Background: an optimization exercise with open tools, aiming at small area. Do not read the settings as production practice. RTL that was checked went through simulation tests only; none was proved equivalent to the original. The RTL of runs 5 and 6 was laid out without a check of its function. The clock port is modelled as an ideal driver; clocking choices that lean on that would not hold on a real chip. Power and IR drop assume default switching activity.

**flow/design.v**
```verilog
module spi_verilog
#( parameter CLK_FREQ    = 100000000,
   parameter WORD_LENGTH =        32,
   parameter SPICLK_FREQ =  25000000
)
( input wire clk,
  input wire reset,
  output wire cs,
  output reg  mosi_1,
  input  wire miso_1,
  output reg  mosi_2,
  input  wire miso_2,
  output wire sclk,
  input  wire data_in_v,
  output wire ready_out,
  output wire data_out_v,
  input  wire [WORD_LENGTH-1:0] data_in_1,
  input  wire [WORD_LENGTH-1:0] data_in_2,
  output wire [WORD_LENGTH-1:0] data_out_1,
  output wire [WORD_LENGTH-1:0] data_out_2
);
localparam [5:0] ST_WAIT = 6'd63, ST_LAST = 6'd32, ST_END = 6'd34, ST_IDLE = 6'd35;
reg [1:0] ph;
reg [5:0] st;
wire step   = !ph[1] && ph[0];
wire tail   = (st[5:1] == 5'b10001);                     
wire ready  = tail && (st[0] || !ph[0]);
wire bits   = !st[5];                                    
wire wait_s = (st == ST_WAIT);
wire load   = ready;                                     
wire shift  = step && (bits || wait_s);
wire hold   = !(load || shift);
always @(posedge clk) begin
    if (reset) begin
        ph <= 2'b00;
        st <= ST_END;
    end else begin
        ph <= {ph[0], !ph[1]};
        if (ready)
            st <= data_in_v ? ST_WAIT : ST_IDLE;
        else if (step)
            st <= st + 6'd1;
        if (shift && st != 6'd31) begin
            mosi_1 <= sr_1[WORD_LENGTH-1];
            mosi_2 <= sr_2[WORD_LENGTH-1];
        end
    end
end
reg  [WORD_LENGTH-1:0] srn_1, srn_2;
wire [WORD_LENGTH-1:0] sr_1 = ~srn_1;
wire [WORD_LENGTH-1:0] sr_2 = ~srn_2;
wire [WORD_LENGTH-1:0] nxt_1, nxt_2;
spi_lane_sel #(.W(WORD_LENGTH)) u_sel_1 (.load(load), .shift(shift), .hold(hold),
    .d(data_in_1), .p({sr_1[WORD_LENGTH-2:0], miso_1}), .o(sr_1), .yn(nxt_1));
spi_lane_sel #(.W(WORD_LENGTH)) u_sel_2 (.load(load), .shift(shift), .hold(hold),
    .d(data_in_2), .p({sr_2[WORD_LENGTH-2:0], miso_2}), .o(sr_2), .yn(nxt_2));
always @(posedge clk) begin
    srn_1 <= nxt_1;
    srn_2 <= nxt_2;
end
wire cs_low = bits || (st == ST_LAST && ph[1]);
assign cs         = !cs_low;
assign sclk       = bits && !ph[1];
assign ready_out  = ready;
assign data_out_v = tail && !st[0] && !ph[0];
assign data_out_1 = sr_1;
assign data_out_2 = sr_2;
endmodule
module spi_lane_sel #(parameter W = 32)
( input  wire load, shift, hold,
  input  wire [W-1:0] d, p, o,
  output wire [W-1:0] yn
);
assign yn = ~(({W{load}} & d) | ({W{shift}} & p) | ({W{hold}} & o));
endmodule
```
**flow/flow/run.sh**
```bash
#!/bin/bash
# Layout flow: the standard ORFS flow (standard.sh, unchanged synthesis),
# with two placement/CTS choices passed to make:
#  - port buffers use the smallest buffer cell (buf_1) instead of the default;
#  - the clock tree uses clkbuf_8 at the root, clkbuf_4 below, no dummy loads.
# make's full output goes to flow_make.log; ORFS writes each step's own log
# under orfs/logs/.
set -euo pipefail
bash standard.sh \
  "BUFFER_PORTS_ARGS=-buffer_cell sky130_fd_sc_hd__buf_1" \
  "CTS_ARGS=-sink_clustering_enable -repair_clock_nets -root_buf sky130_fd_sc_hd__clkbuf_8 -buf_list sky130_fd_sc_hd__clkbuf_4 -dont_use_dummy_load" \
  finish > flow_make.log 2>&1
```
**flow/standard.sh**
```bash
#!/bin/bash
# synth_recipe.tcl (not shown) runs the flow's synth.tcl, then flattens the netlist and writes it again
# the make line also repeats each setting of config.mk as NAME=value (left out here)
make -C /OpenROAD-flow-scripts/flow DESIGN_CONFIG=/design/flow/config.mk WORK_HOME=/design/flow/orfs CLKGATE_MAP_FILE= SYNTH_SCRIPT=/design/flow/synth_recipe.tcl "${@:-finish}"
```
**flow/config.mk**
```make
export PLATFORM = sky130hd
export DESIGN_NAME = spi_verilog
export DESIGN_NICKNAME = spi_verilog
export VERILOG_FILES = /design/flow/design.v
export SDC_FILE = /design/flow/constraint.sdc
export NUM_CORES = 4
export LEC_CHECK = 0
export CAP_MARGIN = 20
export CORE_MARGIN = 2
export CORE_UTILIZATION = 40
export PLACE_DENSITY = 0.6
export SLEW_MARGIN = 20
export SYNTH_HIERARCHICAL = 1
export SYNTH_MINIMUM_KEEP_SIZE = 0
```
**flow/constraint.sdc**
```tcl
create_clock -name core_clock -period 10.0 [get_ports {clk}]
set_input_delay 2.0000 -clock core_clock [delete_from_list [all_inputs] [get_ports {clk}]]
set_output_delay 2.0000 -clock core_clock [all_outputs]
set_load 0.01 [all_outputs]
```
==> impl_metrics.toml, run 1 <==
[sta]
fin_skew_ns = 0.01386
setup_ws_ns = 6.506
period_needed_ns = 3.494
worst_pin_slew_ns = 0.7171
period_share_pct = 34.94
maxSlewViolCount = 0
grt_setup_unrepaired = "false"
setup_viol = 0
max_freq_mhz = 286.2
hold_viol = 0
relSlewSlack_pct = 52.19
finalSetupTns_ns = 0

[logic_synthesis]
synth_area_sq_um = 2856
synth_top_area_share_pct = 50.46
async_flop_share_pct = 0
avgSynthCellArea_sq_um = 10.66
yosysMostFrequentCell = "dfxtp_1"
synth-edff-count = 2
postSynthCellCount = 268
synth_flop_cell = "dfxtp_1"
synth_largest_area_cell = "dfxtp_1"
synth-seq-cells = 74
syn_nets = 339
yosysSeqAreaShare_pct = 52.56
synthTopCellsByArea = "dfxtp_1 50%, a222oi_1 22%, inv_1 9.2%, buf_6 5.1%, edfxtp_1 2.1%"
yosys-top-cells-count = "72 x dfxtp_1, 70 x inv_1, 64 x a222oi_1"
ys_types = 30
yosysWarnings = 7

[worst_setup_path]
worst-path-stages = 4
r2r_slack_ns = 7.42
critPathCaptureType = "output pin"
r2r-start = "st[2]$_SDFFE_PP0P_"
path_cells = "nor3_2 > nand2_1 > nor3_1 > buf_1"
arrival_ns = 1.49
critPathBufInv = 1
slowest_delay_ns = 0.38
cp_data_required_time_ns = 8.00
rr_worst_depth = 6
crit_family = "simple AND/OR/NAND/NOR gates"
worstReg2RegEnd = "srn_1[7]$_DFF_P_"
startpoint = "st[2]$_SDFFE_PP0P_"
cp_slowest_cell = "nor3_2"
startpoint_type = "register"
worstPathMaxFanout = 6
critPathKind = "reg2out"
endpoint = "data_out_v"

[final_layout]
syn_to_final_growth_pct = 21.86
layoutNonFillerInstCount = 494
nNetsFinal = 471
final_util_pct = 50.67
antenna_cells = 0
drive_gt1_share_pct = 4.523

[power]
power_density_nw_per_um2 = 334.1
total_leakage_power_nw = 1.572
peakVddDrop_mv = 0.1239

[job]
cap_violations = 0

[route]
antenna_violating_nets_post_route = 0
route.detailed.drc = 0
drt_wl_total_microns = 7025
drtIter0Drc = 318
vias = 2619
post_drt_wl_per_cell_microns = 14.22
drt_first_pass_iters = 8
vias_per_cell = 5.302

[hold_path]
hold_depth = 1
hp-class = "reg2reg"

[die]
initial_core_util_pct = 41.58
pin_count = 139
num_rows = 30
core_area_sq_um = 6869
dieWidth_microns = 88.51
die_area_sq_um = 7833
die_h_microns = 88.51

[placement]
dp_hpwl_microns = 4762
dp.cells = 485
portBuffers = 138
place_ws_ns = 6.839
routabilityCongestion = 0.7717

[cts]
numClockSinks = 74
cts_tree = "yes"
clock_latency_ns = 0.33
clockBufferDepth = 2
cts_resized = 0
postCtsHoldBufs = 0
clk_pin_slew_worst_paths_ns = 0.07
cts_max_level = 3
numCtsBuffers = 9
post-cts-setup-buffers = 0
root_buffer = "clkbuf_8"

[grt]
antenna_found_initial = 0
overflow = 0
grt_use_total_pct = 16.98
grt_pass1_wl_microns = 10360
grt_max_degree = 69
grt_pass1_vias = 2220

[run_status]
status = "complete, no violations"
## kinds of logic after synthesis
| family | count (synthesis) | share of synthesized area, % |
|---|---|---|
| buffers and inverters | 90 | 15.51 |
| and+or+nand+nor | 24 | 5.081 |
| adders and majority gates | 2 | 0.8759 |
| xor gates and xnor gates | 2 | 0.6133 |
| DFF | 74 | 52.56 |
| AOI/OAI and AO/OA | 76 | 25.36 |
## flip-flops by register name, summed over array words and instances (netlist names)
signal,cells
srn_2,32
mosi_1,1
st,6
mosi_2,1
srn_1,32
ph,2
## worst min-delay path by stage
stage | from | to
after floorplan | ph[1]$_SDFF_PP0_ | ph[0]$_SDFF_PP0_
after CTS | srn_1[31]$_DFF_P_ | mosi_1$_DFFE_PP_
after global routing | srn_1[31]$_DFF_P_ | mosi_1$_DFFE_PP_
final | srn_1[31]$_DFF_P_ | mosi_1$_DFFE_PP_
after global placement | srn_1[31]$_DFF_P_ | mosi_1$_DFFE_PP_
after detailed placement | srn_1[31]$_DFF_P_ | mosi_1$_DFFE_PP_
## report_power, final
group          total [mW]  internal (mW)  switching (mW)  leakage (nW)
clock network       0.169         0.0803          0.0890        0.0647
logic               0.522          0.180           0.342         0.884
registers           0.472          0.436          0.0357         0.623
## metal layers
layer	share of wire (%)	track usage, %
met2	45	26.86
met5	0	0
met4	0.58	5.785
met3	9.5	4.944
met1	44	22.33
## per-stage QoR
stage / cell area (sq um) / total power [mW] / hold slack, ns
2_1_floorplan: 2856 / 0.8525 / 0.4469
3_3_place_gp: 3357 / 0.9937 / 0.4667
3_5_place_dp: 3357 / 1.001 / 0.4766
4_1_cts: 3481 / 1.174 / 0.4931
5_1_grt: 3481 / 1.260 / 0.5113
6_report: 3481 / 1.163 / 0.4919
## cells in the final DEF (no fill, tap or decap), types with 2 or more instances in the layout
cell type / n
or3_1: 2
a311oi_1: 2
a222oi_1: 64
buf_1: 138
dfxtp_1: 72
a31oi_1: 3
o21ai_0: 3
nand2b_1: 2
ha_1: 2
inv_1: 70
nor2_1: 4
nand2_1: 2
nand4_1: 2
nor3_1: 3
edfxtp_1: 2
xnor2_1: 2
buf_4: 3
clkbuf_8: 9
## area by class of cell
type                    count  area, sq um
inverters                  70        262.8
repair buffers            141        540.5
fillers                   706         3388
clock buffers               9        123.9
multi-input cells         104        932.1
well taps                  96        120.1
flip-flops and latches     74         1501
==> run 2: changes to the inputs <==
--- a/flow/flow/run.sh
+++ b/flow/flow/run.sh
@@ -9,4 +9,4 @@
 bash standard.sh \
   "BUFFER_PORTS_ARGS=-buffer_cell sky130_fd_sc_hd__buf_1" \
-  "CTS_ARGS=-sink_clustering_enable -repair_clock_nets -root_buf sky130_fd_sc_hd__clkbuf_8 -buf_list sky130_fd_sc_hd__clkbuf_4 -dont_use_dummy_load" \
+  "CTS_ARGS=-sink_clustering_enable -repair_clock_nets -root_buf sky130_fd_sc_hd__clkbuf_4 -buf_list sky130_fd_sc_hd__clkbuf_4 -dont_use_dummy_load -sink_clustering_size 8 -sink_clustering_max_diameter 60" \
   finish > flow_make.log 2>&1
==> impl_metrics.toml, run 2 <==
[die]
die_area_sq_um = 7833
pin_count = 139
die_h_microns = 88.51
dieWidth_microns = 88.51
initial_core_util_pct = 41.58
core_area_sq_um = 6869
num_rows = 30

[logic_synthesis]
yosysMostFrequentCell = "dfxtp_1"
synth-edff-count = 2
synth_flop_cell = "dfxtp_1"
synth_area_sq_um = 2856
synth_top_area_share_pct = 50.46
ys_types = 30
postSynthCellCount = 268
yosysWarnings = 7
synth-seq-cells = 74
synthTopCellsByArea = "dfxtp_1 50%, a222oi_1 22%, inv_1 9.2%, buf_6 5.1%, edfxtp_1 2.1%"
yosysSeqAreaShare_pct = 52.56
synth_largest_area_cell = "dfxtp_1"
yosys-top-cells-count = "72 x dfxtp_1, 70 x inv_1, 64 x a222oi_1"
syn_nets = 339
avgSynthCellArea_sq_um = 10.66
async_flop_share_pct = 0

[grt]
grt_pass1_wl_microns = 10380
antenna_found_initial = 0
grt_use_total_pct = 16.94
grt_pass1_vias = 2239
overflow = 0
grt_max_degree = 69

[final_layout]
nNetsFinal = 471
final_common_cell = "buf_1"
syn_to_final_growth_pct = 19.89
antenna_cells = 0
drive_gt1_share_pct = 4.523
final_util_pct = 49.85
biggestRegsByFlops = "srn_1 (32), srn_2 (32), st (6)"
fillCellCount = 712
final_cell_mix = "138 x buf_1, 72 x dfxtp_1, 70 x inv_1"

[route]
vias = 2656
post_drt_wl_per_cell_microns = 14.43
drt_first_pass_iters = 9
vias_per_cell = 5.377
antenna_violating_nets_post_route = 0
drtIter0Drc = 367
route.detailed.drc = 0
drt_wl_total_microns = 7126

[worst_setup_path]
path_cells = "nor3_2 > nand2_1 > nor3_1 > buf_1"
critPathKind = "reg2out"
cp_slowest_cell = "nor3_2"
cp_data_required_time_ns = 8.00
slowest_delay_ns = 0.38
worstPathMaxFanout = 6
critPathCaptureType = "output pin"
crit_family = "simple AND/OR/NAND/NOR gates"
arrival_ns = 1.56
critPathBufInv = 1
startpoint_type = "register"

[sta]
relSlewSlack_pct = 51.06
setup_viol = 0
period_needed_ns = 3.559
period_share_pct = 35.59
max_freq_mhz = 281.0
maxSlewViolCount = 0
worst_pin_slew_ns = 0.7341
finalSetupTns_ns = 0
hold_viol = 0
grt_setup_unrepaired = "false"
fin_skew_ns = 0.03015

[cts]
numCtsBuffers = 9
numClockSinks = 74
postCtsHoldBufs = 0
clockBufferDepth = 2
post-cts-setup-buffers = 0
cts_max_level = 3
clk_pin_slew_worst_paths_ns = 0.12
cts_resized = 0
cts_tree = "yes"
root_buffer = "clkbuf_4"
clock_latency_ns = 0.40

[run_status]
status = "complete, no violations"

[placement]
portBuffers = 138
routabilityCongestion = 0.7717
dp_hpwl_microns = 4762

[hold_path]
hp-class = "reg2reg"

[power]
power_density_nw_per_um2 = 328.1
total_leakage_power_nw = 1.548
peakVddDrop_mv = 0.1265

[job]
cap_violations = 0
==> run 2: logic make-up (layout without fill, tap and decap cells) <==
kind of cell             Yosys count  in the layout  share of synthesized area (%)
buffers and inverters             90            220                          15.51
AO/OA/AOI/OAI                     76             76                          25.36
flip-flops                        74             74                          52.56
AND/OR/NAND/NOR                   24             24                          5.081
adder cells (fa/ha/maj)            2              2                         0.8759
XOR/XNOR                           2              2                         0.6133
==> run 2: metrics by stage <==
step	cell area, sq um	hold slack [ns]	total power [mW]	instances	worst slack [ns]
CTS	3425	0.4910	1.130	494	6.396
detailed placement	3357	0.4766	1.001	485	6.839
global placement	3357	0.4667	0.9937	485	6.884
global route	3425	0.5188	1.216	494	6.251
floorplan	2856	0.4469	0.8525	268	6.990
finish	3425	0.4839	1.124	494	6.441
==> run 2: worst paths after layout <==
| path | start | end | slack, ns | cells past startpoint |
|---|---|---|---|---|
| setup / recovery | st[2]$_SDFFE_PP0P_ | data_out_v | 6.44 | 4 |
| hold / removal | srn_1[12]$_DFF_P_ | srn_1[13]$_DFF_P_ | 0.48 | 2 |
| setup reg to reg | st[2]$_SDFFE_PP0P_ | srn_1[9]$_DFF_P_ | 7.40 | 6 |
| hold reg to reg | srn_1[12]$_DFF_P_ | srn_1[13]$_DFF_P_ | 0.48 | 2 |
==> run 2: per-layer routing <==
layer | global-route usage (%) | part of all wire, % | routed length, microns
met3 | 3.825 | 8.5 | 603
met4 | 7.025 | 1.4 | 102
met5 | 0 | 0 | 0
met2 | 26.79 | 45 | 3207
met1 | 22.44 | 45 | 3212
==> run 2: layout make-up <==
cell class,instances,area [sq um],share of cell area (%)
multi-input combinational,104,932.1,27.22
timing repair buffer,141,540.5,15.78
inverter,70,262.8,7.673
tap,96,120.1,3.507
clock buffer,9,67.56,1.973
sequential,74,1501,43.84
==> run 2: worst min-delay path: stages, from the launching register on <==
cell      delay (ns)
dfxtp_1         0.30
inv_1           0.08
a222oi_1        0.09
==> run 2: power by group <==
group / switching (mW) / internal [mW] / total [mW] / leakage, nW
sequential: 0.0357 / 0.435 / 0.471 / 0.623
clock: 0.0860 / 0.0419 / 0.128 / 0.0414
combinational: 0.345 / 0.180 / 0.525 / 0.884
total: 0.467 / 0.657 / 1.12 / 1.55
==> run 3: changes to the inputs <==
==> flow/flow/run.sh (replaced) <==
#!/bin/bash
# Standard ORFS layout, with the port buffers made from the smallest buffer
# cell and a clock tree of small clock buffers without dummy loads.
bash standard.sh "BUFFER_PORTS_ARGS=-buffer_cell sky130_fd_sc_hd__buf_1" \
  "CTS_ARGS=-sink_clustering_enable -repair_clock_nets -root_buf sky130_fd_sc_hd__clkbuf_8 -buf_list sky130_fd_sc_hd__clkbuf_4 -dont_use_dummy_load" \
  finish > flow_make.log 2>&1
==> impl_metrics.toml, run 3 <==
[sta]
worst_pin_slew_ns = 0.7171
fin_skew_ns = 0.01386
max_freq_mhz = 286.2
grt_setup_unrepaired = "false"
setup_viol = 0
relSlewSlack_pct = 52.19
finalSetupTns_ns = 0
setup_ws_ns = 6.506
hold_viol = 0
maxSlewViolCount = 0
period_share_pct = 34.94
period_needed_ns = 3.494

[logic_synthesis]
synth-seq-cells = 74
ys_types = 30
synth_flop_cell = "dfxtp_1"
synth_area_sq_um = 2856
yosysMostFrequentCell = "dfxtp_1"
yosys-top-cells-count = "72 x dfxtp_1, 70 x inv_1, 64 x a222oi_1"
synth-edff-count = 2
postSynthCellCount = 268
synth_top_area_share_pct = 50.46
avgSynthCellArea_sq_um = 10.66
syn_nets = 339
synthTopCellsByArea = "dfxtp_1 50%, a222oi_1 22%, inv_1 9.2%, buf_6 5.1%, edfxtp_1 2.1%"
async_flop_share_pct = 0
yosysSeqAreaShare_pct = 52.56
yosysWarnings = 7
synth_largest_area_cell = "dfxtp_1"

[die]
die_area_sq_um = 7833
core_area_sq_um = 6869
pin_count = 139
dieWidth_microns = 88.51
num_rows = 30
initial_core_util_pct = 41.58
die_h_microns = 88.51

[route]
antenna_violating_nets_post_route = 0
vias = 2619
dr_wl_met3_microns = 670
post_drt_wl_per_cell_microns = 14.22
wl_met2_microns = 3187
route.detailed.drc = 0
routed.top_layer = "met4"
wl_met1_microns = 3126
vias_per_cell = 5.302
drt_first_pass_iters = 8
drtIter0Drc = 318
drt_wl_total_microns = 7025

[power]
p_comb_share_pct = 44.9
p_sw_share_pct = 40.13
power.internal_mw = 0.6963
clkPwrFrac_pct = 14.6
seqPwrFrac_pct = 40.5
switchingPower_mw = 0.4667
peakVddDrop_mv = 0.1239
power_density_nw_per_um2 = 334.1
total_leakage_power_nw = 1.572

[hold_path]
hold_depth = 1
min-delay-start = "srn_1[31]$_DFF_P_"
hold_end = "mosi_1$_DFFE_PP_"
hp-class = "reg2reg"

[placement]
routabilityCongestion = 0.7717
dp.cells = 485
dpl-instance-area_sq_um = 3357
place_ws_ns = 6.839
portBuffers = 138
dp_hpwl_microns = 4762

[final_layout]
drive_gt1_share_pct = 4.523
seq_area_sq_um = 1501
syn_to_final_growth_pct = 21.86
biggestRegsByFlops = "srn_1 (32), srn_2 (32), st (6)"
multi_input_comb_area_sq_um = 932.1
final_cell_mix = "138 x buf_1, 72 x dfxtp_1, 70 x inv_1"
fillCellCount = 706
layoutNonFillerInstCount = 494
final_common_cell = "buf_1"
antenna_cells = 0
final_cell_area_sq_um = 3481
nNetsFinal = 471

[grt]
grt_max_degree = 69
overflow = 0
grt_pass1_wl_microns = 10360
grt_use_total_pct = 16.98
antenna_found_initial = 0
grt_pass1_vias = 2220

[cts]
root_buffer = "clkbuf_8"
clk_pin_slew_worst_paths_ns = 0.07
numCtsBuffers = 9
cts_tree = "yes"
clock_latency_ns = 0.33
cts_resized = 0
cts_max_level = 3
postCtsHoldBufs = 0
numClockSinks = 74
post-cts-setup-buffers = 0
clockBufferDepth = 2

[worst_setup_path]
r2r_slack_ns = 7.42
cp_data_required_time_ns = 8.00
startpoint_type = "register"
critPathCaptureType = "output pin"
worstReg2RegEnd = "srn_1[7]$_DFF_P_"
critPathKind = "reg2out"
worstPathMaxFanout = 6
arrival_ns = 1.49
r2r-start = "st[2]$_SDFFE_PP0P_"
rr_worst_depth = 6

[job]
cap_violations = 0

[run_status]
status = "complete, no violations"
[run 3: cell types whose count changed in the layout (fill, tap and decap cells not counted)]
| cell | change |
|---|---|
| clkbuf_4 | -9 |
| clkbuf_8 | +9 |
[run 3: layout make-up]
class,instances,share of cell area (%)
timing repair buffer,141,15.53
clock buffer,9,3.559
inverter,70,7.549
sequential,74,43.13
multi-input combinational,104,26.78
tap,96,3.451
[run 3: logic make-up after synthesis]
logic type,Yosys count,share of synthesized area (%)
buffers and inverters,90,15.51
and+or+nand+nor,24,5.081
xor gates and xnor gates,2,0.6133
adders and majority gates,2,0.8759
AOI/OAI and AO/OA,76,25.36
DFF,74,52.56
[run 3: power groups by stage]
| stage | registers (mW) | logic [mW] | clock network [mW] |
|---|---|---|---|
| final | 0.472 | 0.522 | 0.169 |
| after detailed placement | 0.478 | 0.523 | 0 |
| after CTS | 0.471 | 0.524 | 0.178 |
| after global routing | 0.486 | 0.582 | 0.192 |
| after floorplan | 0.471 | 0.381 | 0 |
| after global placement | 0.476 | 0.518 | 0 |
[run 3: per-layer routing]
layer | global-route usage [%] | up-vias
li1 | - | 1277
met1 | 22.33 | 1208
met2 | 26.86 | 129
met3 | 4.944 | 5
met4 | 5.785 | 0
met5 | 0 | -
[run 3: worst max-delay path by stage]
stage,start,depth (start not counted),end
final,st[2]$_SDFFE_PP0P_,4,data_out_v
after detailed placement,st[2]$_SDFFE_PP0P_,4,data_out_v
after global placement,st[2]$_SDFFE_PP0P_,4,data_out_v
after floorplan,st[2]$_SDFFE_PP0P_,3,data_out_v
after CTS,st[2]$_SDFFE_PP0P_,4,data_out_v
after global routing,st[2]$_SDFFE_PP0P_,4,data_out_v
[run 3: stage by stage]
stage	hold slack, ns	total power [mW]	util, %
3_5_place_dp	0.4766	1.001	48.87
4_1_cts	0.4931	1.174	50.67
5_1_grt	0.5113	1.260	50.67
2_1_floorplan	0.4469	0.8525	-
3_3_place_gp	0.4667	0.9937	48.87
6_report	0.4919	1.163	50.67
[run 3: critical path, cell delays in order, from the launching register on]
cell and delay, ns:
dfxtp_1 0.36, nor3_2 0.38, nand2_1 0.12, nor3_1 0.15
buf_1 0.17
==> run 4: changes to the inputs <==
--- a/flow/config.mk
+++ b/flow/config.mk
@@ -6,9 +6,9 @@
 export NUM_CORES = 4
 export LEC_CHECK = 0
-export CAP_MARGIN = 20
+export CAP_MARGIN = 0
 export CORE_MARGIN = 2
 export CORE_UTILIZATION = 40
 export PLACE_DENSITY = 0.6
-export SLEW_MARGIN = 20
+export SLEW_MARGIN = 0
 export SYNTH_HIERARCHICAL = 1
 export SYNTH_MINIMUM_KEEP_SIZE = 0
==> impl_metrics.toml, run 4 <==
[run_status]
status = "complete, no violations"

[sta]
period_share_pct = 34.94
period_needed_ns = 3.494
whs_ns = 0.4919
setup_viol = 0
maxSlewViolCount = 0
max_freq_mhz = 286.2
fin_skew_ns = 0.01386
finalSetupTns_ns = 0
grt_setup_unrepaired = "false"
relSlewSlack_pct = 52.19
worst_pin_slew_ns = 0.7171
hold_viol = 0

[route]
antenna_violating_nets_post_route = 0
post_drt_wl_per_cell_microns = 14.22
drtIter0Drc = 318
drt_wl_total_microns = 7025
drt_first_pass_iters = 8
route.detailed.drc = 0
vias = 2619
vias_per_cell = 5.302

[cts]
cts_resized = 0
postCtsHoldBufs = 0
cts_max_level = 3
clock_latency_ns = 0.33
root_buffer = "clkbuf_8"
numClockSinks = 74
post-cts-setup-buffers = 0
numCtsBuffers = 9
cts_tree = "yes"
clk_pin_slew_worst_paths_ns = 0.07
clockBufferDepth = 2

[logic_synthesis]
yosys-top-cells-count = "72 x dfxtp_1, 70 x inv_1, 64 x a222oi_1"
synth_flop_cell = "dfxtp_1"
ys_types = 30
synth_top_family_by_area = "compound AO/OA/AOI/OAI gates"
synth_top_area_share_pct = 50.46
postSynthCellCount = 268
muxShareOfSynthArea_pct = 0
synth_area_sq_um = 2856
yosysMostFrequentCell = "dfxtp_1"
syn_nets = 339
synthSimpleGateAreaFrac_pct = 5.081
synthAdderAreaFrac_pct = 0.8760
synth_compound_area_share_pct = 25.36
async_flop_share_pct = 0
avgSynthCellArea_sq_um = 10.66
synthTopCellsByArea = "dfxtp_1 50%, a222oi_1 22%, inv_1 9.2%, buf_6 5.1%, edfxtp_1 2.1%"
synth-edff-count = 2
yosysSeqAreaShare_pct = 52.56
synth_xor_xnor_area_share_pct = 0.6132
synth_largest_area_cell = "dfxtp_1"
yosysWarnings = 7
synth-seq-cells = 74

[worst_setup_path]
startpoint_type = "register"
cp_data_required_time_ns = 8.00
worstPathMaxFanout = 6
critPathCaptureType = "output pin"
arrival_ns = 1.49
critPathKind = "reg2out"

[power]
power.internal_mw = 0.6963
p_sw_share_pct = 40.13
switchingPower_mw = 0.4667
total_leakage_power_nw = 1.572
peakVddDrop_mv = 0.1239
p_comb_share_pct = 44.9
power_density_nw_per_um2 = 334.1
seqPwrFrac_pct = 40.5
clkPwrFrac_pct = 14.6

[final_layout]
syn_to_final_growth_pct = 21.86
nNetsFinal = 471
final_cell_mix = "138 x buf_1, 72 x dfxtp_1, 70 x inv_1"
final_util_pct = 50.67
final_common_cell = "buf_1"
drive_gt1_share_pct = 4.523
biggestRegsByFlops = "srn_1 (32), srn_2 (32), st (6)"
final_cell_area_sq_um = 3481
antenna_cells = 0

[placement]
dpl-instance-area_sq_um = 3357
dp_hpwl_microns = 4762
routabilityCongestion = 0.7717
portBuffers = 138

[die]
initial_core_util_pct = 41.58
dieWidth_microns = 88.51
die_h_microns = 88.51
die_area_sq_um = 7833
core_area_sq_um = 6869
pin_count = 139
num_rows = 30

[hold_path]
hp-class = "reg2reg"

[grt]
grt_max_degree = 69
antenna_found_initial = 0
grt_pass1_wl_microns = 10360
grt_use_total_pct = 16.98
overflow = 0
grt_pass1_vias = 2220

[job]
cap_violations = 0
==> run 4: cell counts in the layout (fill, tap and decap cells not counted) <==
Identical to the previous run, type by type.
==> run 4: cell type report <==
cell class | instances | area, sq um
clock buffer | 9 | 123.9
fill | 706 | 3388
inverter | 70 | 262.8
multi-input combinational | 104 | 932.1
sequential | 74 | 1501
tap | 96 | 120.1
timing repair buffer | 141 | 540.5
==> run 4: kinds of logic after synthesis <==
family          Yosys count
xor+xnor                  2
simple gates             24
flops                    74
compound gates           76
buf+inv                  90
fa+ha+maj                 2
==> run 4: power groups by stage <==
stage                     Clock (mW)  Combinational [mW]  Sequential [mW]
after CTS                      0.178               0.524            0.471
after detailed placement           0               0.523            0.478
after floorplan                    0               0.381            0.471
after global placement             0               0.518            0.476
after global routing           0.192               0.582            0.486
final                          0.169               0.522            0.472
==> run 4: layer usage <==
metal | global-route usage, % | vias up | share of wire, %
met5 | 0 | - | 0
met4 | 5.785 | 0 | 0.58
met3 | 4.944 | 5 | 9.5
met2 | 26.86 | 129 | 45
met1 | 22.33 | 1208 | 44
li1 | - | 1277 | -
==> run 4: path summary, 6_finish.rpt <==
check                     start                to  slack, ns  cells after the start
max          st[2]$_SDFFE_PP0P_        data_out_v       6.51                      4
min           srn_1[31]$_DFF_P_  mosi_1$_DFFE_PP_       0.49                      1
max reg2reg  st[2]$_SDFFE_PP0P_  srn_1[7]$_DFF_P_       7.42                      6
min reg2reg   srn_1[31]$_DFF_P_  mosi_1$_DFFE_PP_       0.49                      1
==> run 4: worst max-delay path, stage by stage (launching register included) <==
cell and delay, ns:
dfxtp_1 0.36, nor3_2 0.38, nand2_1 0.12, nor3_1 0.15, buf_1 0.17
==> run 4: metrics by stage <==
step	power, mW	worst slack [ns]	cells
floorplan	0.8525	6.990	268
global placement	0.9937	6.884	485
detailed placement	1.001	6.839	485
CTS	1.174	6.472	494
global route	1.260	6.326	494
finish	1.163	6.506	494
==> run 5: changes to the inputs <==
--- a/flow/design.v
+++ b/flow/design.v
@@ -23,18 +23,17 @@
 reg [1:0] ph;
 reg [5:0] st;
-wire step   = !ph[1] && ph[0];
-wire tail   = (st[5:1] == 5'b10001);                     
-wire ready  = tail && (st[0] || !ph[0]);
+wire step   = (ph == 2'd3);
+wire st_end = (st == ST_END);
+wire ready  = (st_end && ph != 2'd0) || (st == ST_IDLE);
 wire bits   = !st[5];                                    
-wire wait_s = (st == ST_WAIT);
 wire load   = ready;                                     
-wire shift  = step && (bits || wait_s);
+wire shift  = step && (bits || st == ST_WAIT);
 wire hold   = !(load || shift);
 always @(posedge clk) begin
     if (reset) begin
-        ph <= 2'b00;
+        ph <= 2'd2;
         st <= ST_END;
     end else begin
-        ph <= {ph[0], !ph[1]};
+        ph <= ph + 2'd1;
         if (ready)
             st <= data_in_v ? ST_WAIT : ST_IDLE;
@@ -59,9 +58,9 @@
     srn_2 <= nxt_2;
 end
-wire cs_low = bits || (st == ST_LAST && ph[1]);
+wire cs_low = bits || (st == ST_LAST && !ph[1]);
 assign cs         = !cs_low;
-assign sclk       = bits && !ph[1];
+assign sclk       = cs_low && ph[1];
 assign ready_out  = ready;
-assign data_out_v = tail && !st[0] && !ph[0];
+assign data_out_v = st_end && (ph[0] ^ ph[1]);
 assign data_out_1 = sr_1;
 assign data_out_2 = sr_2;
--- a/flow/config.mk
+++ b/flow/config.mk
@@ -6,9 +6,9 @@
 export NUM_CORES = 4
 export LEC_CHECK = 0
-export CAP_MARGIN = 0
+export CAP_MARGIN = 20
 export CORE_MARGIN = 2
 export CORE_UTILIZATION = 40
 export PLACE_DENSITY = 0.6
-export SLEW_MARGIN = 0
+export SLEW_MARGIN = 20
 export SYNTH_HIERARCHICAL = 1
 export SYNTH_MINIMUM_KEEP_SIZE = 0
==> impl_metrics.toml, run 5 <==
[cts]
cts_max_level = 3
cts_resized = 0
cts_tree = "yes"
numClockSinks = 74
clock_latency_ns = 0.34
root_buffer = "clkbuf_8"
postCtsHoldBufs = 0
clk_pin_slew_worst_paths_ns = 0.06
post-cts-setup-buffers = 0
numCtsBuffers = 9
clockBufferDepth = 2

[logic_synthesis]
yosys-top-cells-count = "72 x dfxtp_1, 72 x inv_1, 64 x a222oi_1"
synth_top_area_share_pct = 49.72
synthTopCellsByArea = "dfxtp_1 50%, a222oi_1 22%, inv_1 9.3%, buf_6 5.0%, ha_1 2.2%"
avgSynthCellArea_sq_um = 10.74
synth-edff-count = 2
yosysWarnings = 7
syn_nets = 344
synth_flop_cell = "dfxtp_1"
synth_largest_area_cell = "dfxtp_1"
ys_types = 29
async_flop_share_pct = 0
synth_area_sq_um = 2899
yosysSeqAreaShare_pct = 51.79
synth-seq-cells = 74
postSynthCellCount = 270

[die]
pin_count = 139
dieWidth_microns = 89.13
die_area_sq_um = 7944
die_h_microns = 89.13
core_area_sq_um = 7137
initial_core_util_pct = 40.62
num_rows = 31

[power]
power_density_nw_per_um2 = 371.4
clkPwrFrac_pct = 12.9
total_leakage_power_nw = 1.647
p_comb_share_pct = 49.7
p_sw_share_pct = 41.94
peakVddDrop_mv = 0.1629
seqPwrFrac_pct = 37.4
switchingPower_mw = 0.5499
power.internal_mw = 0.7614

[grt]
met2_usage_pct = 26.26
overflow = 0
grt_use_met3_pct = 5.910
antenna_found_initial = 0
grt_max_degree = 66
grt_use_total_pct = 16.51
grt_pass1_vias = 2266
grt_pass1_wl_microns = 10230
busiest_layer = "met2"
grt_use_met1_pct = 20.62

[route]
antenna_violating_nets_post_route = 0
post_drt_wl_per_cell_microns = 14.14
drtIter0Drc = 363
drt_first_pass_iters = 6
route.detailed.drc = 0
vias = 2619
vias_per_cell = 5.259
drt_wl_total_microns = 7043

[placement]
routabilityCongestion = 0.8145
dpl-instance-area_sq_um = 3407
dp_hpwl_microns = 4810
portBuffers = 138

[worst_setup_path]
critPathKind = "reg2out"
endpoint = "ready_out"
arrival_ns = 2.38
startpoint_type = "register"
cp_data_required_time_ns = 8.00
worstPathMaxFanout = 65
crit_family = "buffers and inverters"
cp_slowest_cell = "inv_2"
rr_worst_depth = 7
slowest_delay_ns = 0.79
startpoint = "st[0]$_SDFFE_PP0P_"
critPathCaptureType = "output pin"
path_cells = "inv_1 > ha_1 > nor2b_1 > o21ai_2 > inv_2 > buf_1"
r2r-start = "st[0]$_SDFFE_PP0P_"
worst-path-stages = 6
critPathBufInv = 3
r2r_slack_ns = 7.43
worstReg2RegEnd = "srn_2[30]$_DFF_P_"

[sta]
relSlewSlack_pct = 28.86
setup_viol = 0
grt_setup_unrepaired = "false"
finalSetupTns_ns = 0
whs_ns = 0.4536
worst_pin_slew_ns = 1.067
hold_viol = 0
period_needed_ns = 4.377
max_freq_mhz = 228.5
fin_skew_ns = 0.01834
maxSlewViolCount = 0
period_share_pct = 43.77

[final_layout]
final_cell_mix = "138 x buf_1, 72 x dfxtp_1, 71 x inv_1"
drive_gt1_share_pct = 4.261
biggestRegsByFlops = "srn_1 (32), srn_2 (32), st (6)"
syn_to_final_growth_pct = 21.80
final_common_cell = "buf_1"
nNetsFinal = 475
multi_input_comb_area_sq_um = 958.4
fillCellCount = 729
seq_area_sq_um = 1501
antenna_cells = 0
final_cell_area_sq_um = 3531

[hold_path]
hp-class = "reg2reg"

[run_status]
status = "complete, no violations"

[job]
cap_violations = 0
[run 5: cell types whose count changed in the layout (fill, tap and decap cells not counted), moves of 2 or more]
cell | before | now
a211oi_1 | 0 | 2
a21oi_1 | 0 | 2
a311oi_1 | 2 | 0
a31oi_1 | 3 | 1
and3_1 | 0 | 2
buf_4 | 3 | 1
ha_1 | 2 | 5
nand2b_1 | 2 | 0
nand4_1 | 2 | 4
nor2_1 | 4 | 2
nor3_1 | 3 | 1
o21ai_0 | 3 | 1
xor2_1 | 0 | 3
[run 5: worst min path at each step]
stage / slack [ns] / cells past startpoint / from / endpoint
2_1_floorplan: 0.42 / 1 / ph[0]$_SDFF_PP0_ / ph[0]$_SDFF_PP0_
3_3_place_gp: 0.43 / 1 / ph[0]$_SDFF_PP0_ / ph[0]$_SDFF_PP0_
3_5_place_dp: 0.44 / 1 / ph[0]$_SDFF_PP0_ / ph[0]$_SDFF_PP0_
4_1_cts: 0.45 / 1 / ph[0]$_SDFF_PP0_ / ph[0]$_SDFF_PP0_
5_1_grt: 0.48 / 1 / ph[0]$_SDFF_PP0_ / ph[0]$_SDFF_PP0_
6_report: 0.45 / 1 / ph[0]$_SDFF_PP0_ / ph[0]$_SDFF_PP0_
[run 5: logic make-up after synthesis]
kind of cell             count (synthesis)  share of synthesized area [%]
buffers and inverters                   92                          15.58
AND/OR/NAND/NOR                         19                          4.143
adder cells (fa/ha/maj)                  5                          2.158
XOR/XNOR                                 5                          1.511
flip-flops                              74                          51.79
AO/OA/AOI/OAI                           75                          24.82
[run 5: per-layer routing]
layer / up-vias / routed length [microns] / part of all wire (%)
li1: 1276 / - / -
met1: 1234 / 3077 / 44
met2: 104 / 3373 / 48
met3: 5 / 522 / 7.4
met4: 0 / 70 / 0.99
met5: - / 0 / 0
[run 5: layout make-up]
class / count / area share (%)
clock buffers: 9 / 3.508
inverters: 72 / 7.654
multi-input cells: 104 / 27.14
flip-flops and latches: 74 / 42.52
well taps: 99 / 3.508
repair buffers: 140 / 15.66
[run 5: through the flow]
| stage | power [mW] | instances | util (%) | worst slack, ns |
|---|---|---|---|---|
| global route | 1.423 | 498 | 49.47 | 5.377 |
| floorplan | 0.9910 | 270 | - | 6.770 |
| detailed placement | 1.149 | 489 | 47.74 | 5.994 |
| CTS | 1.321 | 498 | 49.47 | 5.618 |
| global placement | 1.138 | 488 | 47.35 | 6.044 |
| finish | 1.311 | 498 | 49.47 | 5.623 |
[run 5: power by group through the flow]
stage | clock network [mW] | logic [mW] | registers, mW
detailed placement | 0 | 0.652 | 0.496
global placement | 0 | 0.645 | 0.492
global route | 0.190 | 0.730 | 0.503
finish | 0.169 | 0.652 | 0.490
CTS | 0.176 | 0.655 | 0.490
floorplan | 0 | 0.507 | 0.484
==> run 6: changes to the inputs <==
--- a/flow/config.mk
+++ b/flow/config.mk
@@ -11,4 +11,2 @@
 export PLACE_DENSITY = 0.6
 export SLEW_MARGIN = 20
-export SYNTH_HIERARCHICAL = 1
-export SYNTH_MINIMUM_KEEP_SIZE = 0
==> impl_metrics.toml, run 6 <==
[logic_synthesis]
yosysWarnings = 1
synth_flop_cell = "dfxtp_1"
synth_top_area_share_pct = 32.53
yosysSeqAreaShare_pct = 33.89
avgSynthCellArea_sq_um = 8.808
synthTopCellsByArea = "dfxtp_1 33%, o211a_1 14%, inv_1 12%, a211oi_1 11%, a311oi_2 10%"
postSynthCellCount = 503
synth-seq-cells = 74
synth_largest_area_cell = "dfxtp_1"
synth_area_sq_um = 4430
yosysMostFrequentCell = "inv_1"
synth-edff-count = 2
yosys-top-cells-count = "136 x inv_1, 72 x dfxtp_1, 66 x a211oi_1"
async_flop_share_pct = 0
ys_types = 33
syn_nets = 577

[cts]
cts_max_level = 3
clock_latency_ns = 0.35
root_buffer = "clkbuf_8"
numCtsBuffers = 9
cts_resized = 0
clockBufferDepth = 2
numClockSinks = 74
cts_tree = "yes"
clk_pin_slew_worst_paths_ns = 0.06
postCtsHoldBufs = 0
post-cts-setup-buffers = 0

[route]
antenna_violating_nets_post_route = 0
post_drt_wl_per_cell_microns = 16.79
drt_wl_total_microns = 12430
vias_per_cell = 5.630
route.detailed.drc = 0
vias = 4166
drtIter0Drc = 302
drt_first_pass_iters = 6

[power]
total_leakage_power_nw = 3.080
power.internal_mw = 0.8260
power_mw = 1.572
p_sw_share_pct = 47.47
switchingPower_mw = 0.7463
seqPwrFrac_pct = 31.0
p_comb_share_pct = 57.4
peakVddDrop_mv = 0.2140
power_density_nw_per_um2 = 310.4
clkPwrFrac_pct = 11.6

[die]
die_area_sq_um = 11930
initial_core_util_pct = 40.87
pin_count = 139
die_h_microns = 109.2
dieWidth_microns = 109.2
num_rows = 38
core_area_sq_um = 10840

[sta]
grt_setup_unrepaired = "false"
worst_pin_slew_ns = 1.088
hold_viol = 0
whs_ns = 0.4525
period_share_pct = 42.62
max_freq_mhz = 234.7
maxSlewViolCount = 0
setup_ws_ns = 5.738
relSlewSlack_pct = 27.18
fin_skew_ns = 0.02065
period_needed_ns = 4.262
finalSetupTns_ns = 0
setup_viol = 0

[final_layout]
biggestRegsByFlops = "srn_1 (32), srn_2 (32), st (6)"
syn_to_final_growth_pct = 14.32
final_common_cell = "buf_1"
final_util_pct = 46.72
drive_gt1_share_pct = 9.500
nNetsFinal = 676
antenna_cells = 0
final_cell_mix = "138 x buf_1, 135 x inv_1, 72 x dfxtp_1"

[worst_setup_path]
cp_data_required_time_ns = 8.00
critPathKind = "reg2out"
arrival_ns = 2.26
critPathCaptureType = "output pin"
startpoint_type = "register"
worstPathMaxFanout = 22

[grt]
overflow = 0
grt_pass1_vias = 3924
grt_use_total_pct = 20.46
grt_max_degree = 74
grt_pass1_wl_microns = 19530
antenna_found_initial = 0

[run_status]
status = "complete, no violations"

[placement]
portBuffers = 138
routabilityCongestion = 0.8033
place_ws_ns = 6.062
dp_hpwl_microns = 7198

[hold_path]
hp-class = "reg2reg"

[job]
cap_violations = 0
-- run 6: changes by cell type after synthesis, sizes merged, moves of 3 or more --
| cell | previous run | this run |
|---|---|---|
| a311oi | 0 | 64 |
| inv | 72 | 137 |
| a211oi | 2 | 66 |
| a222oi | 64 | 0 |
| clkbuf | 0 | 42 |
| buf | 20 | 16 |
| a21oi | 2 | 5 |
| o211a | 1 | 62 |
-- run 6: routing by layer --
layer / track usage [%] / share of wire [%]
met5: 0 / 0
met4: 4.521 / 1.0
met3: 6.097 / 7.2
met2: 32.87 / 45
met1: 27.13 / 46
-- run 6: cell families after synthesis --
| group | count (synthesis) | share of synthesized area [%] |
|---|---|---|
| AO/OA/AOI/OAI | 203 | 43.58 |
| XOR/XNOR | 5 | 0.9886 |
| adder cells (fa/ha/maj) | 5 | 1.412 |
| buffers and inverters | 195 | 17.51 |
| flip-flops | 74 | 33.89 |
| AND/OR/NAND/NOR | 21 | 2.627 |
-- run 6: final cells by class --
| cell class | count | area (sq um) |
|---|---|---|
| repair buffers | 146 | 578.1 |
| flip-flops and latches | 74 | 1501 |
| clock buffers | 9 | 123.9 |
| well taps | 140 | 175.2 |
| inverters | 137 | 514.2 |
| multi-input cells | 234 | 2172 |
| fillers | 1110 | 5776 |
-- run 6: final timing paths --
path,start,endpoint,slack (ns),cells past startpoint
max reg2reg,st[5]$_SDFFE_PP1P_,srn_1[8]$_DFF_P_,7.25,5
min reg2reg,ph[0]$_SDFF_PP0_,ph[0]$_SDFF_PP0_,0.45,1
max,st[5]$_SDFFE_PP1P_,ready_out,5.74,4
min,ph[0]$_SDFF_PP0_,ph[0]$_SDFF_PP0_,0.45,1
-- run 6: metrics by stage --
stage	cells	cell area, sq um
finish	740	5065
global route	740	5065
CTS	740	5065
detailed placement	731	4941
global placement	731	4941
floorplan	503	4431
-- run 6: power groups by stage --
| stage | Combinational, mW | Clock (mW) | Sequential [mW] |
|---|---|---|---|
| after floorplan | 0.687 | 0 | 0.482 |
| after global placement | 0.886 | 0 | 0.490 |
| after detailed placement | 0.899 | 0 | 0.494 |
| after CTS | 0.901 | 0.188 | 0.487 |
| after global routing | 0.985 | 0.197 | 0.503 |
| final | 0.903 | 0.182 | 0.488 |
-- run 6: worst max-delay path, cell delays in order (launching register included) --
cell and delay [ns]:
dfxtp_1 0.49, or4b_2 0.91, a21o_2 0.30, inv_1 0.07, buf_1 0.15
==> run 7: changes to the inputs <==
--- a/flow/design.v
+++ b/flow/design.v
@@ -23,21 +23,22 @@
 reg [1:0] ph;
 reg [5:0] st;
-wire step   = (ph == 2'd3);
-wire st_end = (st == ST_END);
-wire ready  = (st_end && ph != 2'd0) || (st == ST_IDLE);
+wire step   = !ph[1] && ph[0];
+wire tail   = st[5] && !st[4] && st[1];                  
+wire ready  = tail && (st[0] || !ph[0]);
 wire bits   = !st[5];                                    
+wire wait_s = st[5] && st[4];                           
 wire load   = ready;                                     
-wire shift  = step && (bits || st == ST_WAIT);
+wire shift  = step && (bits || wait_s);
 wire hold   = !(load || shift);
+wire       capture = ready && data_in_v;
+wire       st_inc  = (step && !ready) || (tail && !st[0] && !ph[0]);
+wire [5:0] st_nxt  = (st + {5'd0, st_inc}) | {6{capture}};
 always @(posedge clk) begin
     if (reset) begin
-        ph <= 2'd2;
+        ph <= 2'b00;
         st <= ST_END;
     end else begin
-        ph <= ph + 2'd1;
-        if (ready)
-            st <= data_in_v ? ST_WAIT : ST_IDLE;
-        else if (step)
-            st <= st + 6'd1;
+        ph <= {ph[0], !ph[1]};
+        st <= st_nxt;
         if (shift && st != 6'd31) begin
             mosi_1 <= sr_1[WORD_LENGTH-1];
@@ -58,9 +59,10 @@
     srn_2 <= nxt_2;
 end
-wire cs_low = bits || (st == ST_LAST && !ph[1]);
+wire last   = st[5] && !st[1] && !st[0];                 
+wire cs_low = bits || (last && ph[1]);
 assign cs         = !cs_low;
-assign sclk       = cs_low && ph[1];
+assign sclk       = bits && !ph[1];
 assign ready_out  = ready;
-assign data_out_v = st_end && (ph[0] ^ ph[1]);
+assign data_out_v = tail && !st[0] && !ph[0];
 assign data_out_1 = sr_1;
 assign data_out_2 = sr_2;
==> flow/flow/run.sh (replaced) <==
#!/bin/bash
# Layout flow: the standard ORFS flow (standard.sh, unchanged synthesis),
# with two placement/CTS choices passed to make:
#  - port buffers use the smallest buffer cell (buf_1) instead of the default;
#  - the clock tree uses clkbuf_8 at the root, clkbuf_4 below, no dummy loads.
# make's full output goes to flow_make.log; ORFS writes each step's own log
# under orfs/logs/.
set -euo pipefail
bash standard.sh \
  "BUFFER_PORTS_ARGS=-buffer_cell sky130_fd_sc_hd__buf_1" \
  "CTS_ARGS=-sink_clustering_enable -repair_clock_nets -root_buf sky130_fd_sc_hd__clkbuf_8 -buf_list sky130_fd_sc_hd__clkbuf_4 -dont_use_dummy_load" \
  finish > flow_make.log 2>&1
--- a/flow/config.mk
+++ b/flow/config.mk
@@ -11,2 +11,4 @@
 export PLACE_DENSITY = 0.6
 export SLEW_MARGIN = 20
+export SYNTH_HIERARCHICAL = 1
+export SYNTH_MINIMUM_KEEP_SIZE = 0
==> impl_metrics.toml, run 7 <==
[die]
die_area_sq_um = 7715
core_area_sq_um = 6794
die_h_microns = 87.84
dieWidth_microns = 87.84
pin_count = 139
num_rows = 30
initial_core_util_pct = 41.38

[sta]
relSlewSlack_pct = 54.82
fin_skew_ns = 0.01837
setup_viol = 0
hold_viol = 0
period_share_pct = 39.88
max_freq_mhz = 250.8
period_needed_ns = 3.988
maxSlewViolCount = 0
grt_setup_unrepaired = "false"
finalSetupTns_ns = 0
worst_pin_slew_ns = 0.6777

[logic_synthesis]
yosysWarnings = 7
synth_area_sq_um = 2811
syn_nets = 328
yosys-top-cells-count = "72 x dfxtp_1, 64 x a222oi_1, 64 x inv_1"
synth-edff-count = 2
postSynthCellCount = 257
yosysMostFrequentCell = "dfxtp_1"
synth_flop_cell = "dfxtp_1"
synth-seq-cells = 74
synth_top_area_share_pct = 51.27
synth_largest_area_cell = "dfxtp_1"
ys_types = 30
avgSynthCellArea_sq_um = 10.94
async_flop_share_pct = 0
synthTopCellsByArea = "dfxtp_1 51%, a222oi_1 23%, inv_1 8.5%, buf_6 4.8%, edfxtp_1 2.1%"
yosysSeqAreaShare_pct = 53.40

[grt]
antenna_found_initial = 0
grt_use_total_pct = 16.48
grt_max_degree = 68
overflow = 0
grt_pass1_wl_microns = 9901
grt_pass1_vias = 2195

[final_layout]
nNetsFinal = 461
final_cell_mix = "138 x buf_1, 72 x dfxtp_1, 64 x inv_1, 64 x a222oi_1, 9 x clkbuf_8"
syn_to_final_growth_pct = 22.43
final_common_cell = "buf_1"
antenna_cells = 0
drive_gt1_share_pct = 6.186
final_util_pct = 50.66
biggestRegsByFlops = "srn_1 (32), srn_2 (32), st (6)"

[power]
peakVddDrop_mv = 0.1201
total_leakage_power_nw = 1.497
power_density_nw_per_um2 = 322.0

[route]
vias_per_cell = 5.345
wl_met1_microns = 2857
wl_met2_microns = 3122
antenna_violating_nets_post_route = 0
drt_first_pass_iters = 7
vias = 2587
post_drt_wl_per_cell_microns = 13.87
route.detailed.drc = 0
dr_wl_met3_microns = 559
drt_wl_total_microns = 6713
drtIter0Drc = 358
routed.top_layer = "met4"

[cts]
cts_max_level = 3
clockBufferDepth = 2
root_buffer = "clkbuf_8"
numCtsBuffers = 9
cts_tree = "yes"
clock_latency_ns = 0.34
post-cts-setup-buffers = 0
cts_resized = 0
numClockSinks = 74
clk_pin_slew_worst_paths_ns = 0.06
postCtsHoldBufs = 0

[worst_setup_path]
worstPathMaxFanout = 67
startpoint_type = "register"
cp_data_required_time_ns = 8.00
critPathKind = "reg2out"
arrival_ns = 1.99
critPathCaptureType = "output pin"

[placement]
portBuffers = 138
dp_hpwl_microns = 4503
routabilityCongestion = 0.7830

[job]
cap_violations = 0

[hold_path]
hp-class = "reg2reg"

[run_status]
status = "complete, no violations"
==> run 7: cell types whose count changed after synthesis, sizes merged, moves of 3 or more <==
cell / delta
inv: -73
a211oi: -66
a222oi: +64
a311oi: -64
o211a: -62
clkbuf: -41
nor2: +5
ha: -3
nand2: -3
nand4: -3
==> run 7: cell type report <==
class / instances / area (sq um)
Fill cell: 675 / 3352
Clock buffer: 9 / 123.9
Multi-Input combinational cell: 100 / 915.9
Tap cell: 96 / 120.1
Inverter: 64 / 240.2
Sequential cell: 74 / 1501
Timing Repair Buffer: 141 / 540.5
==> run 7: where the power goes <==
group / switching (mW) / leakage [nW] / internal [mW]
logic: 0.311 / 0.808 / 0.165
registers: 0.0361 / 0.624 / 0.428
clock network: 0.0887 / 0.0647 / 0.0802
total: 0.436 / 1.50 / 0.673
==> run 7: worst paths after layout <==
path	startpoint	end	slack (ns)	cells past startpoint
max	st[5]$_SDFF_PP1_	ready_out	6.01	4
max reg2reg	st[5]$_SDFF_PP1_	st[4]$_SDFF_PP0_	7.44	9
min	ph[1]$_SDFF_PP0_	ph[0]$_SDFF_PP0_	0.49	1
min reg2reg	ph[1]$_SDFF_PP0_	ph[0]$_SDFF_PP0_	0.49	1
==> run 7: stage by stage <==
| step | instances | setup slack, ns | instance area (sq um) | hold slack [ns] | power, mW |
|---|---|---|---|---|---|
| 2_1_floorplan | 257 | 7.080 | 2811 | 0.4215 | 0.8051 |
| 3_5_place_dp | 475 | 6.376 | 3318 | 0.4747 | 0.9458 |
| 3_3_place_gp | 475 | 6.378 | 3318 | 0.4638 | 0.9401 |
| 4_1_cts | 484 | 5.999 | 3442 | 0.4900 | 1.121 |
| 6_report | 484 | 6.012 | 3442 | 0.4897 | 1.108 |
| 5_1_grt | 484 | 5.889 | 3442 | 0.5104 | 1.194 |
==> run 7: kinds of logic after synthesis <==
logic type               after synthesis  synth area share [%]
XOR/XNOR                               3                0.9348
buffers and inverters                 83                 14.55
flip-flops                            74                 53.40
adder cells (fa/ha/maj)                2                0.8899
AND/OR/NAND/NOR                       23                 5.296
AO/OA/AOI/OAI                         72                 24.92
==> run 7: layer usage <==
metal | vias to the layer above | global-route usage (%)
met3 | 14 | 3.393
li1 | 1237 | -
met4 | 0 | 9.091
met5 | - | 0
met1 | 1212 | 20.58
met2 | 124 | 26.58
==> run 7: worst max-delay path: stages, from the launching register on <==
cell and delay (ns):
dfxtp_1 0.40, nor2b_2 0.29, and3_2 0.22, buf_4 0.54, buf_1 0.21
==> run 8: changes to the inputs <==
==> flow/flow/run.sh (replaced) <==
#!/bin/bash
# Layout flow: the standard ORFS flow (standard.sh, unchanged synthesis),
# with these choices passed to make:
#  - port buffers use the smallest buffer cell (buf_1) instead of the default;
#  - the clock tree is built from clkbuf_4 without dummy loads, and a
#    POST_CTS hook (flow/post_cts.tcl) upsizes to clkbuf_8 the leaf buffers
#    whose flip-flop clock pins would see more than 100 ps of slew.
# make's full output goes to flow_make.log; ORFS writes each step's own log
# under orfs/logs/.
set -euo pipefail
here=$(pwd)
bash standard.sh \
  "BUFFER_PORTS_ARGS=-buffer_cell sky130_fd_sc_hd__buf_1" \
  "CTS_ARGS=-sink_clustering_enable -repair_clock_nets -root_buf sky130_fd_sc_hd__clkbuf_4 -buf_list sky130_fd_sc_hd__clkbuf_4 -dont_use_dummy_load" \
  "POST_CTS_TCL=$here/flow/post_cts.tcl" \
  finish > flow_make.log 2>&1
==> flow/flow/post_cts.tcl (new file) <==
# POST_CTS hook: upsize the clock tree's leaf buffers (clkbuf_4 from CTS)
# whose flip-flop clock pins see a slew above a threshold to clkbuf_8, then
# legalize the placement again.
set thr [expr {[info exists ::env(CLK_UPSIZE_PS)] ? $::env(CLK_UPSIZE_PS) : 100}]
set block [ord::get_db_block]
set big [[ord::get_db] findMaster sky130_fd_sc_hd__clkbuf_8]
estimate_parasitics -placement
set n 0
foreach inst [$block getInsts] {
  if {[[$inst getMaster] getName] ne "sky130_fd_sc_hd__clkbuf_4"} { continue }
  set out [[$inst findITerm X] getNet]
  set worst 0
  foreach it [$out getITerms] {
    if {[$it getInst] == $inst} { continue }
    if {[[$it getMTerm] getName] ne "CLK"} { continue }
    set pin [get_pins [[$it getInst] getName]/CLK]
    foreach p {slew_max_rise slew_max_fall} {
      set s [expr {1000.0 * [get_property $pin $p]}]
      if {$s > $worst} { set worst $s }
    }
  }
  puts "clock leaf [$inst getName]: worst flip-flop clock slew $worst ps"
  if {$worst > $thr} {
    $inst swapMaster $big
    incr n
  }
}
puts "upsized $n clock buffers to clkbuf_8"
if {$n > 0} {
  detailed_placement
  check_placement -verbose
  estimate_parasitics -placement
}
--- a/flow/config.mk
+++ b/flow/config.mk
@@ -8,6 +8,6 @@
 export CAP_MARGIN = 20
 export CORE_MARGIN = 2
-export CORE_UTILIZATION = 40
-export PLACE_DENSITY = 0.6
+export CORE_UTILIZATION = 55
+export PLACE_DENSITY = 0.7
 export SLEW_MARGIN = 20
 export SYNTH_HIERARCHICAL = 1
==> impl_metrics.toml, run 8 <==
[grt]
grt_pass1_vias = 2047
grt_pass1_wl_microns = 9094
grt_max_degree = 68
overflow = 0
grt_use_total_pct = 21.12
antenna_found_initial = 0

[logic_synthesis]
yosysMostFrequentCell = "dfxtp_1"
synthTopCellsByArea = "dfxtp_1 51%, a222oi_1 23%, inv_1 8.5%, buf_6 4.8%, edfxtp_1 2.1%"
yosysWarnings = 7
synth_largest_area_cell = "dfxtp_1"
ys_types = 30
syn_nets = 328
synth_area_sq_um = 2811
synth_flop_cell = "dfxtp_1"
synth-edff-count = 2
postSynthCellCount = 257
synth-seq-cells = 74
async_flop_share_pct = 0
yosys-top-cells-count = "72 x dfxtp_1, 64 x a222oi_1, 64 x inv_1"
avgSynthCellArea_sq_um = 10.94
yosysSeqAreaShare_pct = 53.40
synth_top_area_share_pct = 51.27

[die]
initial_core_util_pct = 56.12
dieWidth_microns = 75.50
num_rows = 26
pin_count = 139
die_area_sq_um = 5700
die_h_microns = 75.50
core_area_sq_um = 5010

[cts]
cts_tree = "yes"
clk_pin_slew_worst_paths_ns = 0.09
numClockSinks = 74
clock_latency_ns = 0.40

[job]
cap_violations = 0

[sta]
max_freq_mhz = 245.8
fin_skew_ns = 0.02677
period_share_pct = 40.68
finalSetupTns_ns = 0
maxSlewViolCount = 0
setup_viol = 0
relSlewSlack_pct = 36.79
whs_ns = 0.4668
period_needed_ns = 4.068
worst_pin_slew_ns = 0.9459
hold_viol = 0
grt_setup_unrepaired = "false"

[power]
total_leakage_power_nw = 1.481
power_mw = 1.083
power_density_nw_per_um2 = 321.3
peakVddDrop_mv = 0.1715

[worst_setup_path]
r2r-start = "st[5]$_SDFF_PP1_"
worstPathMaxFanout = 67
worstReg2RegEnd = "srn_1[2]$_DFF_P_"
cp_data_required_time_ns = 8.00
rr_worst_depth = 6
critPathKind = "reg2out"
r2r_slack_ns = 7.38
critPathCaptureType = "output pin"
startpoint_type = "register"
arrival_ns = 2.07

[final_layout]
antenna_cells = 0
final_common_cell = "buf_1"
nNetsFinal = 461
fillCellCount = 434
syn_to_final_growth_pct = 19.94
biggestRegsByFlops = "srn_1 (32), srn_2 (32), st (6)"
drive_gt1_share_pct = 6.186
final_cell_mix = "138 x buf_1, 72 x dfxtp_1, 64 x inv_1, 64 x a222oi_1"

[placement]
portBuffers = 138
dp_hpwl_microns = 4412
routabilityCongestion = 0.8241

[route]
route.detailed.drc = 0
drt_wl_total_microns = 6625
drtIter0Drc = 383
antenna_violating_nets_post_route = 0
post_drt_wl_per_cell_microns = 14.47
vias_per_cell = 5.657
drt_first_pass_iters = 9
vias = 2591

[hold_path]
min-delay-start = "ph[1]$_SDFF_PP0_"
hold_depth = 1
hp-class = "reg2reg"
hold_end = "ph[0]$_SDFF_PP0_"

[run_status]
status = "complete, no violations"
## run 8: layout make-up
cell class,count,area (sq um),share of cell area (%)
flip-flops and latches,74,1501,44.53
multi-input cells,100,915.9,27.16
repair buffers,141,540.5,16.03
inverters,64,240.2,7.124
well taps,70,87.58,2.597
clock buffers,9,86.33,2.560
## run 8: worst max-delay path by stage
stage / startpoint / slack, ns / end / cells after the start
global route: st[5]$_SDFF_PP1_ / 5.80 / ready_out / 4
detailed placement: st[5]$_SDFF_PP1_ / 6.38 / ready_out / 4
global placement: st[5]$_SDFF_PP1_ / 6.40 / ready_out / 4
finish: st[5]$_SDFF_PP1_ / 5.93 / ready_out / 4
floorplan: reset / 7.08 / mosi_1$_DFFE_PP_ / 2
## run 8: critical path, stage by stage (launching register included)
cell     delay, ns
dfxtp_1       0.41
nor2b_2       0.28
and3_2        0.21
buf_4         0.52
buf_1         0.21
## run 8: kinds of logic (layout without fill, tap and decap cells)
family	after synthesis	count (layout)	share of synthesized area, %
AO/OA/AOI/OAI	72	72	24.92
flip-flops	74	74	53.40
XOR/XNOR	3	3	0.9348
adder cells (fa/ha/maj)	2	2	0.8899
buffers and inverters	83	214	14.55
AND/OR/NAND/NOR	23	23	5.296
## run 8: report_power, final
group / internal (mW) / leakage, nW / switching, mW
Combinational: 0.165 / 0.808 / 0.312
Sequential: 0.427 / 0.624 / 0.0361
Clock: 0.0545 / 0.0492 / 0.0884
## run 8: routing by layer
metal / up-vias / share of wire, % / track usage, %
met2: 131 / 47 / 34.30
li1: 1242 / - / -
met3: 7 / 8.8 / 8.201
met4: 0 / 0.92 / 7.018
met5: - / 0 / 0
met1: 1211 / 43 / 25.84
## run 8: through the flow
stage | setup WS, ns | area (sq um) | instances | util [%]
after floorplan | 7.080 | 2811 | 257 | -
after global placement | 6.405 | 3286 | 449 | 65.58
after detailed placement | 6.378 | 3286 | 449 | 65.58
after global routing | 5.798 | 3372 | 458 | 67.31
final | 5.932 | 3372 | 458 | 67.31
==> run 9: changes to the inputs <==
--- a/flow/config.mk
+++ b/flow/config.mk
@@ -8,6 +8,6 @@
 export CAP_MARGIN = 20
 export CORE_MARGIN = 2
-export CORE_UTILIZATION = 55
-export PLACE_DENSITY = 0.7
+export CORE_UTILIZATION = 70
+export PLACE_DENSITY = 0.85
 export SLEW_MARGIN = 20
 export SYNTH_HIERARCHICAL = 1
==> impl_metrics.toml, run 9 <==
[logic_synthesis]
synth-seq-cells = 74
syn_nets = 328
postSynthCellCount = 257
yosysMostFrequentCell = "dfxtp_1"
synth_top_family_by_area = "compound AO/OA/AOI/OAI gates"
synth_xor_xnor_area_share_pct = 0.9346
synthSimpleGateAreaFrac_pct = 5.296
synth_compound_area_share_pct = 24.92
yosysWarnings = 7
synthTopCellsByArea = "dfxtp_1 51%, a222oi_1 23%, inv_1 8.5%, buf_6 4.8%, edfxtp_1 2.1%"
yosys-top-cells-count = "72 x dfxtp_1, 64 x a222oi_1, 64 x inv_1"
yosysSeqAreaShare_pct = 53.40
synth_top_area_share_pct = 51.27
synth-edff-count = 2
avgSynthCellArea_sq_um = 10.94
muxShareOfSynthArea_pct = 0
synth_area_sq_um = 2811
ys_types = 30
synthAdderAreaFrac_pct = 0.8901
synth_largest_area_cell = "dfxtp_1"
synth_flop_cell = "dfxtp_1"
async_flop_share_pct = 0

[worst_setup_path]
arrival_ns = 1.51
endpoint = "ready_out"
crit_family = "simple AND/OR/NAND/NOR gates"
critPathBufInv = 1
worst-path-stages = 3
r2r_slack_ns = 7.35
critPathCaptureType = "output pin"
startpoint = "st[5]$_SDFF_PP1_"
slowest_delay_ns = 0.42
critPathKind = "reg2out"
path_cells = "nor2b_2 > and3_2 > buf_1"
cp_data_required_time_ns = 8.00
startpoint_type = "register"
cp_slowest_cell = "dfxtp_1"
worstReg2RegEnd = "st[4]$_SDFF_PP0_"
rr_worst_depth = 9
r2r-start = "st[5]$_SDFF_PP1_"
worstPathMaxFanout = 7

[placement]
portBuffers = 138
dp_hpwl_microns = 4575
place_ws_ns = 6.925
dp.cells = 429
routabilityCongestion = 0.7614

[grt]
grt_use_total_pct = 29.13
grt_max_degree = 67
grt_pass1_wl_microns = 9908
grt_pass1_vias = 2280
antenna_found_initial = 0
overflow = 0

[cts]
clk_pin_slew_worst_paths_ns = 0.08
cts_tree = "yes"
numClockSinks = 74
clock_latency_ns = 0.41

[route]
drt_first_pass_iters = 11
antenna_violating_nets_post_route = 0
vias = 2617
route.detailed.drc = 0
post_drt_wl_per_cell_microns = 15.45
drtIter0Drc = 478
vias_per_cell = 5.975
drt_wl_total_microns = 6767

[final_layout]
drive_gt1_share_pct = 6.186
final_common_cell = "buf_1"
antenna_cells = 0
biggestRegsByFlops = "srn_1 (32), srn_2 (32), st (6)"
nNetsFinal = 461
syn_to_final_growth_pct = 19.27
final_cell_mix = "138 x buf_1, 72 x dfxtp_1, 64 x inv_1, 64 x a222oi_1, 6 x nor2_1"
multi_input_comb_area_sq_um = 915.9
seq_area_sq_um = 1501
layoutNonFillerInstCount = 438
fillCellCount = 247

[power]
peakVddDrop_mv = 0.1970
p_sw_share_pct = 40.35
seqPwrFrac_pct = 42.7
p_comb_share_pct = 44.1
power.internal_mw = 0.6511
switchingPower_mw = 0.4405
power_density_nw_per_um2 = 325.6
total_leakage_power_nw = 1.484
clkPwrFrac_pct = 13.2

[sta]
grt_setup_unrepaired = "false"
whs_ns = 0.4633
period_share_pct = 35.13
worst_pin_slew_ns = 0.6469
setup_viol = 0
hold_viol = 0
fin_skew_ns = 0.02238
max_freq_mhz = 284.6
relSlewSlack_pct = 56.87
maxSlewViolCount = 0
period_needed_ns = 3.513
finalSetupTns_ns = 0
setup_ws_ns = 6.487

[hold_path]
hp-class = "reg2reg"

[die]
die_h_microns = 67.38
num_rows = 23
dieWidth_microns = 67.38
pin_count = 139
core_area_sq_um = 3943
die_area_sq_um = 4539
initial_core_util_pct = 71.31

[run_status]
status = "complete, no violations"

[job]
cap_violations = 0
==> run 9: changes by cell type in the layout (fill, tap and decap cells not counted) <==
cell | previous run | this run
clkbuf_8 | 3 | 4
clkbuf_4 | 6 | 5
==> run 9: cell type report <==
class | instances | area share (%)
sequential | 74 | 44.78
multi-input combinational | 100 | 27.31
timing repair buffer | 141 | 16.12
inverter | 64 | 7.164
clock buffer | 9 | 2.761
tap | 50 | 1.866
==> run 9: cell families (layout without fill, tap and decap cells) <==
logic type / count (synthesis) / after routing
buffers and inverters: 83 / 214
AND/OR/NAND/NOR: 23 / 23
adder cells (fa/ha/maj): 2 / 2
XOR/XNOR: 3 / 3
AO/OA/AOI/OAI: 72 / 72
flip-flops: 74 / 74
==> run 9: through the flow <==
step | utilization [%] | total power [mW] | area, sq um
5_1_grt | 85.05 | 1.167 | 3353
3_3_place_gp | 82.70 | 0.9269 | 3261
6_report | 85.05 | 1.092 | 3353
2_1_floorplan | - | 0.8051 | 2811
3_5_place_dp | 82.70 | 0.9454 | 3261
==> run 9: power groups by stage <==
stage          registers [mW]  clock network [mW]  logic [mW]
2_1_floorplan           0.462                   0       0.344
3_3_place_gp            0.466                   0       0.461
3_5_place_dp            0.471                   0       0.474
5_1_grt                 0.477               0.159       0.530
6_report                0.466               0.144       0.481
==> run 9: worst min path at each step <==
stage	depth (start not counted)	endpoint	from	slack, ns
2_1_floorplan	1	ph[0]$_SDFF_PP0_	ph[1]$_SDFF_PP0_	0.42
3_3_place_gp	1	ph[0]$_SDFF_PP0_	ph[1]$_SDFF_PP0_	0.43
3_5_place_dp	1	ph[0]$_SDFF_PP0_	ph[1]$_SDFF_PP0_	0.44
5_1_grt	1	ph[0]$_SDFF_PP0_	ph[1]$_SDFF_PP0_	0.50
6_report	1	ph[0]$_SDFF_PP0_	ph[1]$_SDFF_PP0_	0.46
==> run 9: layer usage <==
metal  share of wire [%]  wire length [microns]  vias to the layer above  GRT usage, %
met1                  39                   2667                     1217         35.30
li1                    -                      -                     1240             -
met3                 9.0                    606                       14         9.000
met2                  50                   3391                      146         48.02
met5                   0                      0                        -             0
met4                 1.5                    101                        0         12.24

-- afterwards: timing with drivers on the ports --
Ports are ideal in the flow. The routed layouts listed here were re-timed in OpenROAD. Step 1 sets driving cells, clkbuf_16 on the clock port and buf_2 on the other inputs (assumed; they add their load-dependent delay and slew). Step 2 also shifts input and output timing later by t, the mid clock arrival at the registers, as if the neighbouring blocks saw the same clock. Three values: ideal ports, drivers, drivers and shift; two values: the first two.
run	t, ns	setup slack, ns
run 1	0.352	6.506 / 6.477 / 6.829
run 2	0.413	6.441 / 6.415 / 6.828
run 3	0.352	6.506 / 6.477 / 6.829
run 4	0.352	6.506 / 6.477 / 6.829
run 5	0.358	5.623 / 5.593 / 5.951
run 6	0.370	5.738 / 5.704 / 6.075
run 7	0.355	6.012 / 5.983 / 6.339
run 8	0.413	5.932 / 5.906 / 6.319
run 9	0.422	6.487 / 6.461 / 6.883
After both steps every run listed still meets setup and hold.
